This design comes from an exercise in tuning for small area on the open sky130 flow, not from production work. In this exercise RTL edits were held to simulation tests only and were not proved equivalent to the original. Power and IR drop assume default switching activity.

File: design/flow/config.mk
export PLATFORM = sky130hd
export DESIGN_NAME = axi_many_to_one_interconnect
export DESIGN_NICKNAME = axi_many_to_one_interconnect
export VERILOG_FILES = /design/flow/design.v
export SDC_FILE = /design/flow/constraint.sdc
export NUM_CORES = 4
export LEC_CHECK = 0
export CAP_MARGIN = 20
export CORE_AREA = 10 10 410 410
export DIE_AREA = 0 0 420 420
export PLACE_DENSITY = 0.75
export SLEW_MARGIN = 20
export SYNTH_HIERARCHICAL = 1
File: design/flow/constraint.sdc
create_clock -name core_clock -period 5.0 [get_ports {clk}]
set_input_delay 1.0000 -clock core_clock [delete_from_list [all_inputs] [get_ports {clk}]]
set_output_delay 1.0000 -clock core_clock [all_outputs]
set_load 0.01 [all_outputs]
File: design/flow/design.v
module priority_encoder # (
    parameter INPUT_WIDTH = 4
)
(
    input  logic [INPUT_WIDTH-1:0] input_unencoded,
    output logic [INPUT_WIDTH-1:0] output_unencoded,
    output logic                   output_valid
);
logic [INPUT_WIDTH-1:0] below;
always_comb begin
    below[0] = 1'b0;
    for (int k = 1; k < INPUT_WIDTH; k = k + 1)
        below[k] = below[k-1] | input_unencoded[k-1];
end
assign output_unencoded = input_unencoded & ~below;
assign output_valid = |input_unencoded;
endmodule
module arbiter # (
	parameter PORTS = 4
)
(
	input  logic [PORTS-1:0] request,
	input  logic             release_grant,
	input  logic [PORTS-1:0] grant,         
	input  logic             arbitrated,    
	output logic [PORTS-1:0] grant_next,
	output logic             arbitrated_next
);
logic             grant_valid;
logic [PORTS-1:0] mask;
logic [PORTS-1:0] req_pick, masked_pick;
logic             masked_valid, req_valid;
logic             hold;
assign grant_valid = |grant;
assign hold = grant_valid && !release_grant;
always_comb begin
	mask[0] = 1'b0;
	for (int k = 1; k < PORTS; k = k + 1)
		mask[k] = mask[k-1] | grant[k-1];
end
priority_encoder #(.INPUT_WIDTH(PORTS)) pe_request (
	.input_unencoded(request),
	.output_unencoded(req_pick),
	.output_valid(req_valid)
);
priority_encoder #(.INPUT_WIDTH(PORTS)) pe_masked (
	.input_unencoded(request & mask & {PORTS{arbitrated}}),
	.output_unencoded(masked_pick),
	.output_valid(masked_valid)
);
assign arbitrated_next = !hold;
assign grant_next = hold ? grant : (masked_valid ? masked_pick : req_pick);
endmodule
module axi_many_to_one_interconnect # (
	parameter C_S_COUNT = 4,
	parameter C_ADDR_WIDTH = 32,
	parameter C_DATA_WIDTH = 32,
	parameter C_STRB_WIDTH = C_DATA_WIDTH / 8,
	parameter C_ID_WIDTH = 4,
	parameter C_USER_WIDTH = 1,
	parameter C_ID_MT_USE = 1
)
(
	input logic clk,
	input logic resetn,
	input  logic [C_S_COUNT*C_ID_WIDTH-1:0]     s_axi_awid,
    input  logic [C_S_COUNT*C_ADDR_WIDTH-1:0]   s_axi_awaddr,
    input  logic [C_S_COUNT*8-1:0]              s_axi_awlen,
    input  logic [C_S_COUNT*3-1:0]              s_axi_awsize,
    input  logic [C_S_COUNT*2-1:0]              s_axi_awburst,
    input  logic [C_S_COUNT-1:0]                s_axi_awlock,
    input  logic [C_S_COUNT*4-1:0]              s_axi_awcache,
    input  logic [C_S_COUNT*3-1:0]              s_axi_awprot,
    input  logic [C_S_COUNT*4-1:0]              s_axi_awqos,
    input  logic [C_S_COUNT*C_USER_WIDTH-1:0]   s_axi_awuser,
    input  logic [C_S_COUNT-1:0]                s_axi_awvalid,
    output logic [C_S_COUNT-1:0]                s_axi_awready,
    input  logic [C_S_COUNT*C_DATA_WIDTH-1:0]   s_axi_wdata,
    input  logic [C_S_COUNT*C_STRB_WIDTH-1:0]   s_axi_wstrb,
    input  logic [C_S_COUNT-1:0]                s_axi_wlast,
    input  logic [C_S_COUNT*C_USER_WIDTH-1:0]   s_axi_wuser,
    input  logic [C_S_COUNT-1:0]                s_axi_wvalid,
    output logic [C_S_COUNT-1:0]                s_axi_wready,
    output logic [C_S_COUNT*C_ID_WIDTH-1:0]     s_axi_bid,
    output logic [C_S_COUNT*2-1:0]              s_axi_bresp,
    output logic [C_S_COUNT*C_USER_WIDTH-1:0]   s_axi_buser,
    output logic [C_S_COUNT-1:0]                s_axi_bvalid,
    input  logic [C_S_COUNT-1:0]                s_axi_bready,
    input  logic [C_S_COUNT*C_ID_WIDTH-1:0]     s_axi_arid,
    input  logic [C_S_COUNT*C_ADDR_WIDTH-1:0]   s_axi_araddr,
    input  logic [C_S_COUNT*8-1:0]              s_axi_arlen,
    input  logic [C_S_COUNT*3-1:0]              s_axi_arsize,
    input  logic [C_S_COUNT*2-1:0]              s_axi_arburst,
    input  logic [C_S_COUNT-1:0]                s_axi_arlock,
    input  logic [C_S_COUNT*4-1:0]              s_axi_arcache,
    input  logic [C_S_COUNT*3-1:0]              s_axi_arprot,
    input  logic [C_S_COUNT*4-1:0]              s_axi_arqos,
    input  logic [C_S_COUNT*C_USER_WIDTH-1:0]   s_axi_aruser,
    input  logic [C_S_COUNT-1:0]                s_axi_arvalid,
    output logic [C_S_COUNT-1:0]                s_axi_arready,
    output logic [C_S_COUNT*C_ID_WIDTH-1:0]     s_axi_rid,
    output logic [C_S_COUNT*C_DATA_WIDTH-1:0]   s_axi_rdata,
    output logic [C_S_COUNT*2-1:0]              s_axi_rresp,
    output logic [C_S_COUNT-1:0]                s_axi_rlast,
    output logic [C_S_COUNT*C_USER_WIDTH-1:0]   s_axi_ruser,
    output logic [C_S_COUNT-1:0]                s_axi_rvalid,
    input  logic [C_S_COUNT-1:0]                s_axi_rready,
	output logic [C_ID_WIDTH-1:0]   m_axi_awid,
    output logic [C_ADDR_WIDTH-1:0] m_axi_awaddr,
    output logic [7:0]              m_axi_awlen,
    output logic [2:0]              m_axi_awsize,
    output logic [1:0]              m_axi_awburst,
    output logic                    m_axi_awlock,
    output logic [3:0]              m_axi_awcache,
    output logic [2:0]              m_axi_awprot,
    output logic [3:0]              m_axi_awqos,
    output logic [3:0]              m_axi_awregion,
    output logic [C_USER_WIDTH-1:0] m_axi_awuser,
    output logic                    m_axi_awvalid,
    input  logic                    m_axi_awready,
    output logic [C_DATA_WIDTH-1:0] m_axi_wdata,
    output logic [C_STRB_WIDTH-1:0] m_axi_wstrb,
    output logic                    m_axi_wlast,
    output logic [C_USER_WIDTH-1:0] m_axi_wuser,
    output logic                    m_axi_wvalid,
    input  logic                    m_axi_wready,
    input  logic [C_ID_WIDTH-1:0]   m_axi_bid,
    input  logic [1:0]              m_axi_bresp,
    input  logic [C_USER_WIDTH-1:0] m_axi_buser,
    input  logic                    m_axi_bvalid,
    output logic                    m_axi_bready,
    output logic [C_ID_WIDTH-1:0]   m_axi_arid,
    output logic [C_ADDR_WIDTH-1:0] m_axi_araddr,
    output logic [7:0]              m_axi_arlen,
    output logic [2:0]              m_axi_arsize,
    output logic [1:0]              m_axi_arburst,
    output logic                    m_axi_arlock,
    output logic [3:0]              m_axi_arcache,
    output logic [2:0]              m_axi_arprot,
    output logic [3:0]              m_axi_arqos,
    output logic [3:0]              m_axi_arregion,
    output logic [C_USER_WIDTH-1:0] m_axi_aruser,
    output logic                    m_axi_arvalid,
    input  logic                    m_axi_arready,
    input  logic [C_ID_WIDTH-1:0]   m_axi_rid,
    input  logic [C_DATA_WIDTH-1:0] m_axi_rdata,
    input  logic [1:0]              m_axi_rresp,
    input  logic                    m_axi_rlast,
    input  logic [C_USER_WIDTH-1:0] m_axi_ruser,
    input  logic                    m_axi_rvalid,
    output logic                    m_axi_rready
);
localparam N  = C_S_COUNT;
localparam IW = C_ID_WIDTH;
localparam AW = C_ADDR_WIDTH;
localparam DW = C_DATA_WIDTH;
localparam SW = C_STRB_WIDTH;
localparam UW = C_USER_WIDTH;
localparam APW = AW + 8 + 3 + 2 + 1 + 4 + 3 + 4 + UW;
localparam WPW = DW + SW + 1 + UW;
logic [N-1:0] request;
logic [N-1:0] grant;         
logic         grant_valid;
logic         read_finish_flag, write_finish_flag;
assign request = s_axi_awvalid | s_axi_arvalid;
logic [N-1:0] grant_next;
logic         arbitrated, arbitrated_next;
arbiter #(.PORTS(N)) arbiter_inst (
	.request(request),
	.release_grant(read_finish_flag && write_finish_flag),
	.grant(grant),
	.arbitrated(arbitrated),
	.grant_next(grant_next),
	.arbitrated_next(arbitrated_next)
);
assign grant_valid = |grant;
always_ff @(posedge clk or negedge resetn) begin
	if (~resetn) begin
		grant <= '0;
		arbitrated <= 1'b0;
	end else begin
		grant <= grant_next;
		arbitrated <= arbitrated_next;
	end
end
logic st_trans, st_finish;
logic st_idle;
assign st_idle = !st_trans && !st_finish;
always_ff @(posedge clk or negedge resetn) begin
	if (~resetn) begin
		st_trans <= 1'b0;
		st_finish <= 1'b0;
	end else begin
		st_trans <= st_idle ? grant_valid : (st_trans && !(read_finish_flag && write_finish_flag));
		st_finish <= st_trans && read_finish_flag && write_finish_flag;
	end
end
function automatic logic sel1(input logic [N-1:0] g, input logic [N-1:0] v);
	sel1 = |(g & v);
endfunction
logic awvalid_sel, wvalid_sel, arvalid_sel, bready_sel, rready_sel, wlast_sel;
logic [IW-1:0] awid_sel, arid_sel;
assign awvalid_sel = sel1(grant, s_axi_awvalid);
assign wvalid_sel  = sel1(grant, s_axi_wvalid);
assign arvalid_sel = sel1(grant, s_axi_arvalid);
assign bready_sel  = sel1(grant, s_axi_bready);
assign rready_sel  = sel1(grant, s_axi_rready);
assign wlast_sel   = sel1(grant, s_axi_wlast);
always_comb begin
	awid_sel = '0;
	arid_sel = '0;
	for (int i = 0; i < N; i = i + 1) begin
		awid_sel = awid_sel | ({IW{grant[i]}} & s_axi_awid[i*IW +: IW]);
		arid_sel = arid_sel | ({IW{grant[i]}} & s_axi_arid[i*IW +: IW]);
	end
end
logic [IW-1:0]  awid_reg, arid_reg;
logic [APW-1:0] aw_reg, ar_reg;
logic [WPW-1:0] w_reg;
logic [IW+2+UW-1:0] b_reg;                
logic [IW+DW+2+1+UW-1:0] r_reg;            
logic awvalid_reg, wvalid_reg, arvalid_reg, bvalid_reg, rvalid_reg;
logic awready_reg, wready_reg, arready_reg, bready_reg, rready_reg;
logic is_read;
logic [4:0] wdecl_cnt, wcomp_cnt, wlast_cnt;
logic [4:0] rout_cnt;                      
logic rlast_reg;
assign rlast_reg = r_reg[UW];
logic s_aw_hs, s_w_hs, s_b_hs, s_ar_hs, s_r_hs;
logic m_w_hs, m_b_hs, m_r_hs;
assign s_aw_hs = st_trans && awvalid_sel && awready_reg;
assign s_w_hs  = st_trans && wvalid_sel && wready_reg;
assign s_b_hs  = bvalid_reg && bready_sel;
assign s_ar_hs = st_trans && arvalid_sel && arready_reg;
assign s_r_hs  = rvalid_reg && rready_sel;
assign m_w_hs  = wvalid_reg && m_axi_wready;
assign m_b_hs  = st_trans && m_axi_bvalid && bready_reg;
assign m_r_hs  = st_trans && m_axi_rvalid && rready_reg;
logic wcnt_eq, rcnt_eq, write_ids_equal, read_ids_equal;
assign wcnt_eq = wdecl_cnt == wcomp_cnt;
assign rcnt_eq = rout_cnt == 5'd0;
assign write_ids_equal = awid_sel == awid_reg;
assign read_ids_equal = arid_sel == arid_reg;
logic rd_open, wr_open;    
assign rd_open = is_read && !read_finish_flag;
assign wr_open = !is_read && !write_finish_flag;
always_ff @(posedge clk or negedge resetn) begin
	if (~resetn) begin
		awvalid_reg <= 1'b0;
		wvalid_reg <= 1'b0;
		bready_reg <= 1'b0;
		arvalid_reg <= 1'b0;
		rready_reg <= 1'b0;
	end else if (st_trans) begin
		awvalid_reg <= s_aw_hs || (awvalid_reg && !m_axi_awready);
		wvalid_reg <= s_w_hs || (wvalid_reg && !m_axi_wready);
		bready_reg <= !bvalid_reg || bready_sel;
		arvalid_reg <= s_ar_hs || (arvalid_reg && !m_axi_arready);
		rready_reg <= !read_finish_flag && (m_r_hs ? s_r_hs : (!rvalid_reg || rready_sel));
	end else begin
		awvalid_reg <= 1'b0;
		wvalid_reg <= 1'b0;
		bready_reg <= 1'b0;
		arvalid_reg <= 1'b0;
		rready_reg <= 1'b0;
	end
end
always_ff @(posedge clk) begin
	if (st_idle)
		is_read <= arvalid_sel;
	if (st_trans) begin
		awready_reg <= !s_aw_hs && awvalid_sel && write_ids_equal && (!awvalid_reg || m_axi_awready)
			&& (rd_open || !wcnt_eq);
		arready_reg <= !s_ar_hs && arvalid_sel && read_ids_equal && (!arvalid_reg || m_axi_arready)
			&& (wr_open || !rcnt_eq);
		wready_reg <= (wlast_cnt < wdecl_cnt) && (s_w_hs ? m_w_hs : (!wvalid_reg || m_axi_wready));
		write_finish_flag <= !rd_open && (write_finish_flag || (wcnt_eq && !s_aw_hs));
		read_finish_flag <= !wr_open && (read_finish_flag || (rcnt_eq && !s_ar_hs));
		wdecl_cnt <= wdecl_cnt + {4'd0, s_aw_hs};
		wcomp_cnt <= wcomp_cnt + {4'd0, s_b_hs};
		wlast_cnt <= wlast_cnt + {4'd0, s_w_hs && wlast_sel};
		rout_cnt <= rout_cnt + {{4{s_r_hs && rlast_reg && !s_ar_hs}}, (s_r_hs && rlast_reg) != s_ar_hs};
		bvalid_reg <= m_b_hs || (bvalid_reg && !s_b_hs);
		rvalid_reg <= m_r_hs || (rvalid_reg && !s_r_hs);
	end else begin
		awready_reg <= 1'b1;
		arready_reg <= 1'b1;
		wready_reg <= 1'b0;
		write_finish_flag <= 1'b0;
		read_finish_flag <= 1'b0;
		wdecl_cnt <= '0;
		wcomp_cnt <= '0;
		wlast_cnt <= '0;
		rout_cnt <= '0;
		bvalid_reg <= 1'b0;
		rvalid_reg <= 1'b0;
	end
end
always_ff @(posedge clk or negedge resetn) begin
	if (~resetn) begin
		awid_reg <= '0;
		arid_reg <= '0;
	end else begin
		if (s_aw_hs) awid_reg <= awid_sel;
		if (s_ar_hs) arid_reg <= arid_sel;
	end
end
logic [N*APW-1:0] aw_in, ar_in;
logic [N*WPW-1:0] w_in;
genvar n;
generate
	for (n = 0; n < N; n = n + 1) begin : g_in
		assign aw_in[n*APW +: APW] = {s_axi_awaddr[n*AW +: AW], s_axi_awlen[n*8 +: 8], s_axi_awsize[n*3 +: 3],
			s_axi_awburst[n*2 +: 2], s_axi_awlock[n], s_axi_awcache[n*4 +: 4], s_axi_awprot[n*3 +: 3],
			s_axi_awqos[n*4 +: 4], s_axi_awuser[n*UW +: UW]};
		assign ar_in[n*APW +: APW] = {s_axi_araddr[n*AW +: AW], s_axi_arlen[n*8 +: 8], s_axi_arsize[n*3 +: 3],
			s_axi_arburst[n*2 +: 2], s_axi_arlock[n], s_axi_arcache[n*4 +: 4], s_axi_arprot[n*3 +: 3],
			s_axi_arqos[n*4 +: 4], s_axi_aruser[n*UW +: UW]};
		assign w_in[n*WPW +: WPW] = {s_axi_wdata[n*DW +: DW], s_axi_wstrb[n*SW +: SW], s_axi_wlast[n],
			s_axi_wuser[n*UW +: UW]};
	end
endgenerate
logic [N-1:0] aw_ld, w_ld, ar_ld;
assign aw_ld = grant & {N{s_aw_hs}};
assign w_ld  = grant & {N{s_w_hs}};
assign ar_ld = grant & {N{s_ar_hs}};
logic [APW-1:0] aw_next, ar_next;
logic [WPW-1:0] w_next;
axi_ic_select #(.N(N), .W(APW)) aw_select (.sel(aw_ld), .hold(!s_aw_hs), .in(aw_in), .q(aw_reg), .y(aw_next));
axi_ic_select #(.N(N), .W(APW)) ar_select (.sel(ar_ld), .hold(!s_ar_hs), .in(ar_in), .q(ar_reg), .y(ar_next));
axi_ic_select #(.N(N), .W(WPW)) w_select  (.sel(w_ld),  .hold(!s_w_hs),  .in(w_in),  .q(w_reg),  .y(w_next));
logic [IW+2+UW-1:0] b_next;
logic [IW+DW+2+1+UW-1:0] r_next;
axi_ic_select #(.N(1), .W(IW+2+UW)) b_select (.sel(m_b_hs), .hold(!m_b_hs),
	.in({m_axi_bid, m_axi_bresp, m_axi_buser}), .q(b_reg), .y(b_next));
axi_ic_select #(.N(1), .W(IW+DW+2+1+UW)) r_select (.sel(m_r_hs), .hold(!m_r_hs),
	.in({m_axi_rid, m_axi_rdata, m_axi_rresp, m_axi_rlast, m_axi_ruser}), .q(r_reg), .y(r_next));
always_ff @(posedge clk) begin
	aw_reg <= aw_next;
	ar_reg <= ar_next;
	w_reg <= w_next;
	b_reg <= b_next;
	r_reg <= r_next;
end
logic [N-1:0] gt;    
assign gt = grant & {N{st_trans}};
assign s_axi_awready = gt & {N{awready_reg}};
assign s_axi_wready  = gt & {N{wready_reg}};
assign s_axi_arready = gt & {N{arready_reg}};
assign s_axi_bvalid  = gt & {N{bvalid_reg}};
assign s_axi_rvalid  = gt & {N{rvalid_reg}};
assign s_axi_bid   = {N{b_reg[2+UW +: IW]}};
assign s_axi_bresp = {N{b_reg[UW +: 2]}};
assign s_axi_buser = {N{b_reg[0 +: UW]}};
assign s_axi_rid   = {N{r_reg[DW+2+1+UW +: IW]}};
assign s_axi_rdata = {N{r_reg[2+1+UW +: DW]}};
assign s_axi_rresp = {N{r_reg[1+UW +: 2]}};
assign s_axi_rlast = {N{r_reg[UW]}};
assign s_axi_ruser = {N{r_reg[0 +: UW]}};
assign m_axi_awid = awid_reg;
assign {m_axi_awaddr, m_axi_awlen, m_axi_awsize, m_axi_awburst, m_axi_awlock, m_axi_awcache, m_axi_awprot,
	m_axi_awqos, m_axi_awuser} = aw_reg;
assign m_axi_awregion = 4'd0;
assign m_axi_awvalid = awvalid_reg;
assign {m_axi_wdata, m_axi_wstrb, m_axi_wlast, m_axi_wuser} = w_reg;
assign m_axi_wvalid = wvalid_reg;
assign m_axi_bready = bready_reg;
assign m_axi_arid = arid_reg;
assign {m_axi_araddr, m_axi_arlen, m_axi_arsize, m_axi_arburst, m_axi_arlock, m_axi_arcache, m_axi_arprot,
	m_axi_arqos, m_axi_aruser} = ar_reg;
assign m_axi_arregion = 4'd0;
assign m_axi_arvalid = arvalid_reg;
assign m_axi_rready = rready_reg;
endmodule
module axi_ic_select #(
	parameter N = 4,
	parameter W = 1
) (
	input  logic [N-1:0]   sel,
	input  logic           hold,
	input  logic [N*W-1:0] in,
	input  logic [W-1:0]   q,
	output logic [W-1:0]   y
);
always_comb begin
	y = {W{hold}} & q;
	for (int i = 0; i < N; i = i + 1)
		y = y | ({W{sel[i]}} & in[i*W +: W]);
end
endmodule
File: design/flow/flow/run.sh
#!/bin/bash
# The standard layout, with two changes:
# - the port buffers are the smallest buffer cell (buffer_ports -buffer_cell)
#   instead of the one buffer_ports picks by default;
# - clock tree synthesis clusters up to 30 sinks within 110 um per leaf buffer
#   and inserts no dummy loads.
set -euo pipefail
cd "$(dirname "$0")/.."
bash standard.sh \
  "BUFFER_PORTS_ARGS=-buffer_cell sky130_fd_sc_hd__buf_1" \
  "CTS_ARGS=-sink_clustering_enable -repair_clock_nets -sink_clustering_size 30 -sink_clustering_max_diameter 110 -dont_use_dummy_load" \
  finish > flow_make.log 2>&1
File: design/flow/standard.sh
#!/bin/bash
# synth_recipe.tcl (not shown) runs the flow's synth.tcl, then flattens the netlist and writes it again
# the make line also repeats each setting of config.mk as NAME=value (left out here)
make -C /OpenROAD-flow-scripts/flow DESIGN_CONFIG=/design/flow/config.mk WORK_HOME=/design/flow/orfs CLKGATE_MAP_FILE= SYNTH_SCRIPT=/design/flow/synth_recipe.tcl "${@:-finish}"
==> results of run 1 <==
[through the flow]
step | util (%) | worst slack, ns
global route | 11.4 | 1.34
CTS | 11.4 | 1.37
finish | 11.4 | 1.52
global placement | 11.0 | 1.46
detailed placement | 11.0 | 1.37
floorplan | - | 1.67
[power groups by stage]
stage	Sequential, mW	Combinational [mW]	Clock (mW)
2_1_floorplan	3.94	3.22	0
3_3_place_gp	4.09	5.78	0
3_5_place_dp	4.13	5.82	0
4_1_cts	4.09	5.84	1.72
5_1_grt	4.20	6.12	1.76
6_report	4.07	5.65	1.63
[routing by layer]
layer,track usage [%],up-vias
met4,3.78,12
met5,0,-
met3,2.89,148
met1,14.7,7407
met2,18.9,982
li1,-,6605
[final timing paths]
path,from,to,cells past startpoint
max,st_trans,s_axi_arready[2],3
min,resetn,wvalid_reg,1
max reg2reg,grant[2],rout_cnt[4],13
min reg2reg,w_reg[13],w_reg[13],2
max in group asynchronous,resetn,grant[2],1
min in group core_clock,w_reg[13],w_reg[13],2
[layout make-up]
class,count,area [sq um]
multi-input cells,762,5430
repair buffers,1123,4320
inverters,15,56.3
fillers,18400,141000
well taps,2072,2590
clock buffers,22,551
flip-flops and latches,249,5100
diodes,19,47.5
[worst max-delay path, cell delays in order, from the launching register on]
cell and delay (ns):
dfrtp_2 0.89, buf_4 0.37, and3_1 0.19, buf_1 0.43
==> results.json, run 1 <==
{
  "portBuffers": 1096,
  "combPwrFrac_pct": 49.8,
  "critical_path_class": "reg2out",
  "die_w_um": 420,
  "syn-mean-instance-area_sq_um": 9.62,
  "cp.arrival_ns": 2.48,
  "slew_headroom_pct": 24.9,
  "wl_met1_um": 46100,
  "syn_inst": 1274,
  "switching_share_pct": 50.1,
  "grt_pass1_vias": 14900,
  "p_switching_mw": 5.68,
  "drtIter0Drc": 1822,
  "drive_above_1_share_pct": 3.82,
  "grt_max_degree": 59,
  "r2r_setup_slack_ns": 1.70,
  "viasPerCell": 3.56,
  "period_minus_slack_ns": 3.48,
  "cts.repair.resized": 0,
  "pin_count": 1105,
  "tightest_slew_ns": 1.13,
  "hold_viol": 0,
  "layout_common_cells": "1095 x buf_1, 228 x dfxtp_1, 165 x nand2_1",
  "required_ns": 4.00,
  "place_hpwl_um": 96700,
  "fin_cells": 4262,
  "grt_overflow_total": 0,
  "power.share.clock_pct": 14.3,
  "final_area_sq_um": 18100,
  "dieArea_sq_um": 176000,
  "fmax_mhz": 287,
  "p_leak_nw": 6.05,
  "dr.max_layer_used": "met5",
  "drv_cap": 0,
  "intPower_mw": 5.66,
  "ant_nets": 0,
  "synthToLayoutAreaGrowth_pct": 47.6,
  "wl_um": 112000,
  "fin_nets": 2910,
  "yosys_warnings": 13,
  "clock_path_buffers": 3,
  "seqPwrFrac_pct": 35.9,
  "setup_tns_ns": 0,
  "synth_area_sq_um": 12300,
  "cts_hold_buf": 0,
  "period_share_pct": 69.7,
  "wl_met3_um": 9340,
  "setup_violations": 0,
  "place_area_sq_um": 17500,
  "clk-insertion-delay-late_ns": 0.61,
  "drc": 0,
  "p_total_mw": 11.3,
  "grt_first_pass_wirelength_um": 139000,
  "dp.cells": 4221,
  "dieHeight_um": 420,
  "critical_path.max_fanout": 21,
  "wl_met2_um": 52200,
  "power.density_nw_per_um2": 627,
  "cts_tree": "built",
  "gp_congestion": 1.03,
  "antenna_found_initial": 55,
  "final_common_cell": "buf_1",
  "cts.sinks": 249,
  "vias": 15200,
  "drt_pass1_iterations": 10,
  "core_sq_um": 159000,
  "final.setup_skew_ns": 0.0826,
  "cts_buffers": 22,
  "cts.htree.levels": 1,
  "worstHoldPathType": "in2async",
  "postCtsSetupBuffers": 0,
  "outcome": "complete, no violations",
  "clkTransAtPathRegs_ns": 0.09,
  "start_util_pct": 7.72,
  "post_drt_wl_per_cell_um": 26.2,
  "holdWs_ns": 0.407,
  "grt.total_usage_pct": 11.5,
  "rsz0062_at_grt": "no",
  "start_kind": "register",
  "clock-root-buffer": "clkbuf_16",
  "ir_drop_v": 0.000265,
  "slew_violations": 0,
  "rows": 146,
  "end_kind": "output port"
}
==> inputs of run 2 (changes only) <==
--- a/design/flow/design.v
+++ b/design/flow/design.v
@@ -43,11 +43,17 @@
 	.output_unencoded(req_pick),
 	.output_valid(req_valid)
 );
-priority_encoder #(.INPUT_WIDTH(PORTS)) pe_masked (
-	.input_unencoded(request & mask & {PORTS{arbitrated}}),
-	.output_unencoded(masked_pick),
-	.output_valid(masked_valid)
-);
+logic [PORTS-1:0] masked;
+logic [PORTS-1:0] masked_below;
+assign masked = request & mask & {PORTS{arbitrated}};
+always_comb begin
+	masked_below[0] = 1'b0;
+	masked_below[1] = 1'b0;
+	for (int k = 2; k < PORTS; k = k + 1)
+		masked_below[k] = masked_below[k-1] | masked[k-1];
+end
+assign masked_pick = {masked[PORTS-1:1] & ~masked_below[PORTS-1:1], 1'b0};
+assign masked_valid = |masked[PORTS-1:1];
 assign arbitrated_next = !hold;
 assign grant_next = hold ? grant : (masked_valid ? masked_pick : req_pick);
 endmodule
==> run 2 against run 1 <==
  * Synthesized cell count down 0.31%
  * Largest power group unchanged
  * Clock skew is 0.010 ns lower
  * Still clean on timing, DRC and antenna
  * Worst hold slack improved by 0.056 ns
  * First-iteration DRC count rose by 19%
  * Area after synthesis shrank 0.14%
  * Sequential share of layout area grew 0.10 points
  * Non-clock buffer count down 9
  * Setup slack gained 0.040 ns
  * Register-to-register slack got worse by 0.14 ns
  * Combinational power is 5.0% higher
  * Power increased by 3.5%
==> results.json, run 2 <==
{
  "power.density_nw_per_um2": 652,
  "finish.utilization_pct": 11.3,
  "cts.sinks": 249,
  "final_area_sq_um": 18000,
  "drtIter0Drc": 2176,
  "ff_latch_area_sq_um": 5100,
  "required_ns": 5.57,
  "path_buf_inv": 1,
  "post_drt_wl_per_cell_um": 26.0,
  "fmax_mhz": 290,
  "fill_cells": 18500,
  "p_leak_nw": 5.91,
  "grt.total_usage_pct": 11.4,
  "antenna_found_initial": 53,
  "place_area_sq_um": 17400,
  "viasPerCell": 3.60,
  "critical_path_class": "reg2reg",
  "start_util_pct": 7.71,
  "cts.repair.resized": 0,
  "cpMostUsedCell": "nand2_1",
  "clock-root-buffer": "clkbuf_16",
  "holdWs_ns": 0.463,
  "drc": 0,
  "drive_above_1_share_pct": 3.25,
  "final.setup_skew_ns": 0.0723,
  "clock_path_buffers": 3,
  "grt_overflow_total": 0,
  "rsz0062_at_grt": "no",
  "die_w_um": 420,
  "vias": 15300,
  "syn_inst": 1270,
  "period_minus_slack_ns": 3.44,
  "place_hpwl_um": 95400,
  "cts_hold_buf": 0,
  "pin_count": 1105,
  "final_common_cell": "buf_1",
  "start_kind": "register",
  "layout_common_cells": "1095 x buf_1, 228 x dfxtp_1, 164 x nand2_1",
  "worstPathCellList": "a22oi_1 -> nand2_1 -> and3_1 -> and2_2 -> buf_4 -> a222oi_1 -> nand2_1",
  "period_share_pct": 68.9,
  "fin_nets": 2894,
  "ir_drop_v": 0.000330,
  "rows": 146,
  "drt_pass1_iterations": 10,
  "slew_headroom_pct": 32.2,
  "clkTransAtPathRegs_ns": 0.11,
  "cp_top_family": "simple AND/OR/NAND/NOR gates",
  "grt_max_degree": 59,
  "yosys_warnings": 13,
  "slew_violations": 0,
  "dieHeight_um": 420,
  "critical_path.max_stage_delay_ns": 0.95,
  "clk-insertion-delay-late_ns": 0.60,
  "outcome": "complete, no violations",
  "dieArea_sq_um": 176000,
  "core_sq_um": 159000,
  "grt_first_pass_wirelength_um": 139000,
  "grt_pass1_vias": 14700,
  "critical-path-slowest-cell": "dfrtp_1",
  "hold_viol": 0,
  "wl_um": 110000,
  "synthToLayoutAreaGrowth_pct": 47.2,
  "cts.htree.levels": 1,
  "p_total_mw": 11.7,
  "end_kind": "register",
  "portBuffers": 1096,
  "cp.arrival_ns": 4.01,
  "postCtsSetupBuffers": 0,
  "cts_tree": "built",
  "critical_path.max_fanout": 25,
  "synth_area_sq_um": 12200,
  "drv_cap": 0,
  "syn-mean-instance-area_sq_um": 9.64,
  "cts_buffers": 21,
  "multiInputGateArea_sq_um": 5420,
  "worstHoldPathType": "in2async",
  "setup_violations": 0,
  "ant_nets": 0,
  "tightest_slew_ns": 1.01,
  "setup_tns_ns": 0,
  "gp_congestion": 1.04
}
[run 2: per-stage QoR]
| stage | setup WS, ns | std cells |
|---|---|---|
| floorplan | 1.66 | 1277 |
| global placement | 1.37 | 4206 |
| detailed placement | 1.36 | 4206 |
| CTS | 1.47 | 4227 |
| global route | 1.35 | 4231 |
| finish | 1.56 | 4242 |
[run 2: worst paths after layout]
path / startpoint / to / slack (ns) / cells after the start
min in group core_clock: w_reg[27] / w_reg[27] / 0.50 / 2
setup reg to reg: grant[0] / aw_reg[36] / 1.56 / 7
hold reg to reg: w_reg[27] / w_reg[27] / 0.50 / 2
hold / removal: resetn / wvalid_reg / 0.46 / 1
max in group asynchronous: resetn / awid_reg[1] / 3.97 / 1
setup / recovery: grant[0] / aw_reg[36] / 1.56 / 7
[run 2: per-layer routing]
layer | share of wire [%] | wire, um | GRT usage, % | vias up
met5 | 0.088 | 97 | 0 | -
met4 | 2.2 | 2430 | 2.52 | 16
met3 | 11 | 12100 | 3.97 | 154
met2 | 46 | 51200 | 18.5 | 1112
met1 | 40 | 44600 | 14.5 | 7409
li1 | - | - | - | 6565
[run 2: area by class of cell]
cell class                 instances  share of cell area [%]
tap                             2072                    14.4
multi-input combinational        757                    30.1
timing repair buffer            1114                    23.8
antenna                           15                   0.208
inverter                          14                   0.292
sequential                       249                    28.3
clock buffer                      21                    2.92
[run 2: report_power, final]
part           internal (mW)  switching, mW
logic                   2.10           3.83
registers               2.99           1.21
clock network          0.737          0.869

## port drivers added, routing unchanged
The results above use ideal ports. As a check the final layouts listed here were re-extracted and re-timed, cells and wires unchanged. Step 1 sets driving cells, clkbuf_16 on the clock port and buf_2 on the other inputs (assumed; they add their load-dependent delay and slew). Step 2 adds t to the input delays and takes it off the output delays; t is the mean of the earliest and latest rising clock arrival at the registers after step 1. Input paths then give back, and output paths get back, about the clock's delay inside the block. Slacks: no drivers / after step 1 / after step 2; pairs: no drivers / after step 1.
run | t, ns | setup WS [ns] | hold slack, ns | pins driven straight from the clock port
run 1 | 0.637 | 1.517 / 1.457 / 1.343 | 0.407 / 0.477 / 0.498 | 1
run 2 | 0.639 | 1.557 / 1.557 / 1.454 | 0.463 / 0.456 / 0.500 | 1
After both steps every run listed still meets setup and hold. For run 1, which loses most, drivers alone change the setup slack by -0.060 ns; drivers and shift together by -0.174 ns.
